Background: an optimization exercise with open tools, aiming at small area and a short achievable clock period. Do not read the settings as production practice.
Only simulation tests tie the RTL to the original design; equivalence was not proved.

==> flow/design.v (excerpt) <==
module hb_filter(input logic clk,
                 input logic reset_n,
                 input logic signed [15:0] x_in,
                 output logic signed [15:0] y_out);
Size: ~2,000 cells after synthesis, roughly 610 flip-flops.
clock: 16.0 ns
lec_check: 0
cap_margin: 20
core_margin: 2
core_utilization: 40
slew_margin: 20
standard.sh (not shown) runs the stock make flow with config.mk's settings and CLKGATE_MAP_FILE= SYNTH_SCRIPT=/design/flow/synth_recipe.tcl, a recipe that flattens the netlist after the stock synthesis.
==> flow/flow/run.sh <==
#!/bin/bash
# Standard layout; synthesis skips Yosys's early "abc -fast" so that the full-adder
# trees written in the RTL reach extract_fa unchanged; repair aims at a large setup margin.
set -euo pipefail
bash standard.sh SYNTH_ARGS=-noabc SETUP_SLACK_MARGIN=11.55 CORE_UTILIZATION=55 CTS_CLUSTER_SIZE=25 CTS_CLUSTER_DIAMETER=90 finish > standard.log 2>&1
Edit:
==> flow/flow/run.sh (replaced) <==
#!/bin/bash
# Standard layout; synthesis skips Yosys's early "abc -fast" so that the full-adder
# trees written in the RTL reach extract_fa unchanged; repair aims at a large setup margin.
set -euo pipefail
bash standard.sh SYNTH_ARGS=-noabc SETUP_SLACK_MARGIN=11.75 CORE_UTILIZATION=55 CTS_CLUSTER_SIZE=20 CTS_CLUSTER_DIAMETER=80 finish > standard.log 2>&1
Result: Cell area climbs by 2.4%. Utilization climbs by 1.5 points. Register-to-register slack gets better by 0.13 ns. Setup slack gets better by 0.17 ns. First-iteration DRC count drops by 2.7%.
Edit:
==> flow/flow/run.sh (replaced) <==
#!/bin/bash
# Standard layout; synthesis skips Yosys's early "abc -fast" so that the full-adder
# trees written in the RTL reach extract_fa unchanged; repair aims at a large setup margin.
set -euo pipefail
bash standard.sh SYNTH_ARGS=-noabc SETUP_SLACK_MARGIN=11.7 CTS_CLUSTER_SIZE=20 CTS_CLUSTER_DIAMETER=80 finish > standard.log 2>&1
The new run finished with timing, DRC and antenna clean.
Routed wire length went up by a few percent.
Setup slack got worse by 0.085 ns.
Core utilization decreases by 17 points.
Synthesized area is unchanged.
Final area grows slightly.
Edit:
==> flow/flow/run.sh (replaced) <==
#!/bin/bash
# Standard layout; synthesis skips Yosys's early "abc -fast" so that the full-adder
# trees written in the RTL reach extract_fa unchanged; repair aims at a large setup margin.
set -euo pipefail
bash standard.sh SYNTH_ARGS=-noabc SETUP_SLACK_MARGIN=11.65 CORE_UTILIZATION=55 PLACE_DENSITY=0.7 CTS_CLUSTER_SIZE=25 CTS_CLUSTER_DIAMETER=90 finish > standard.log 2>&1
With this change the flow reached the layout checks and failed them: antenna rules.
Count of clock-buffer cells in the layout fell by 11.
Via count stays flat.
Cell count fell by 8.3%.
Setup slack got worse by 0.026 ns.
Design area fell by about 2.6%.
Critical path depth rose by 2.
Area after synthesis does not change.

---

hb_filter again, from the RTL that the note above started with.
==> flow/config.mk <==
export PLATFORM = sky130hd
export DESIGN_NAME = hb_filter
export DESIGN_NICKNAME = hb_filter
export VERILOG_FILES = /design/flow/design.v
export SDC_FILE = /design/flow/constraint.sdc
export NUM_CORES = 4
export LEC_CHECK = 0
export CAP_MARGIN = 20
export CORE_MARGIN = 2
export CORE_UTILIZATION = 40
export SLEW_MARGIN = 20
==> flow/constraint.sdc <==
create_clock -name core_clock -period 16.0 [get_ports {clk}]
set_input_delay 3.2000 -clock core_clock [delete_from_list [all_inputs] [get_ports {clk}]]
set_output_delay 3.2000 -clock core_clock [all_outputs]
set_load 0.01 [all_outputs]
==> flow/flow/run.sh <==
#!/bin/bash
# Standard layout; synthesis skips Yosys's early "abc -fast" so that the full-adder
# trees written in the RTL reach extract_fa unchanged; repair aims at a large setup margin.
set -euo pipefail
bash standard.sh SYNTH_ARGS=-noabc SETUP_SLACK_MARGIN=11.65 CORE_UTILIZATION=55 GPL_TIMING_DRIVEN=0 CTS_CLUSTER_SIZE=25 CTS_CLUSTER_DIAMETER=90 finish > standard.log 2>&1
The starting point produced a clean layout.
Then changed:
==> flow/flow/run.sh (replaced) <==
#!/bin/bash
# Standard layout; synthesis skips Yosys's early "abc -fast" so that the full-adder
# trees written in the RTL reach extract_fa unchanged; repair aims at a large setup margin.
set -euo pipefail
bash standard.sh SYNTH_ARGS=-noabc SETUP_SLACK_MARGIN=11.55 CTS_CLUSTER_SIZE=20 CTS_CLUSTER_DIAMETER=80 finish > standard.log 2>&1
After rerunning: The new run finished clean. Synthesized area is unchanged. Via count falls by 0.74%. Global-route usage falls by 7.4 points. Worst setup slack loses 0.095 ns. Non-clock buffer count falls by 32. Die area rises by 37%. Core utilization falls by 17 points. Clock skew hardly moves.
Then changed:
--- a/flow/flow/run.sh
+++ b/flow/flow/run.sh
@@ -5 +5 @@
-bash standard.sh SYNTH_ARGS=-noabc SETUP_SLACK_MARGIN=11.55 CTS_CLUSTER_SIZE=20 CTS_CLUSTER_DIAMETER=80 finish > standard.log 2>&1
+bash standard.sh SYNTH_ARGS=-noabc SETUP_SLACK_MARGIN=11.65 CORE_UTILIZATION=55 CTS_CLUSTER_SIZE=20 CTS_CLUSTER_DIAMETER=80 finish > standard.log 2>&1
Effect:
- via count is lower by 0.54%
- synthesized cell count is unchanged
- cell area went down by 0.46%
- core utilization went up by 17 points
- sequential share of layout area is higher by 0.43 points
Then changed:
==> flow/flow/run.sh (replaced) <==
#!/bin/bash
# Standard layout; synthesis skips Yosys's early "abc -fast" so that the full-adder
# trees written in the RTL reach extract_fa unchanged; repair aims at a large setup margin.
set -euo pipefail
bash standard.sh SYNTH_ARGS=-noabc SETUP_SLACK_MARGIN=11.55 CORE_UTILIZATION=65 PLACE_DENSITY=0.75 CTS_CLUSTER_SIZE=20 CTS_CLUSTER_DIAMETER=80 finish > standard.log 2>&1
The new run produced a clean layout; core utilization came out higher by 11 points; final area decreases by about 1.2%; worst hold slack loses 0.017 ns; clock skew is higher by 0.028 ns; routed wire length fell by 2.9%; die area shrinks by about 15%; critical path depth goes up by 16.

-- separate check: timing with driven ports --
The flow's constraints put no driver on any port. The routed layouts listed below were extracted and timed again, unchanged, in two steps. Step 1 (the two cells are an assumption about what drives the block):
set clk [get_ports {clk}]
set_driving_cell -lib_cell sky130_fd_sc_hd__clkbuf_16 $clk
set_driving_cell -lib_cell sky130_fd_sc_hd__buf_2 [delete_from_list [all_inputs] $clk]
Step 2, shift: input delay + t, output delay - t, t = (earliest + latest rising clock arrival at the registers) / 2. This alone moves slack from input paths to output paths. Slacks: no drivers / after step 1 / after step 2; pairs: no drivers / after step 1.
run	t, ns	setup slack, ns	latest minus earliest clock arrival (ns)
the first run of note 1	0.662	11.608 / 11.548 / 11.274	0.020 / 0.020
the second run of note 1	0.633	11.775 / 11.717 / 11.390	0.027 / 0.026
the third run of note 1	0.650	11.689 / 11.681 / 11.250	0.038 / 0.038
the fourth run of note 1	0.665	11.663 / 11.663 / 11.285	0.036 / 0.036
the first run of note 2	0.635	11.691 / 11.629 / 11.403	0.036 / 0.036
the second run of note 2	0.648	11.596 / 11.535 / 11.096	0.036 / 0.036
the third run of note 2	0.633	11.700 / 11.643 / 11.376	0.024 / 0.023
the fourth run of note 2	0.631	11.608 / 11.585 / 11.503	0.050 / 0.051
For the second run of note 2, which loses most, drivers alone change the setup slack by -0.061 ns; drivers and shift together by -0.500 ns. Setup slack includes reset recovery checks.
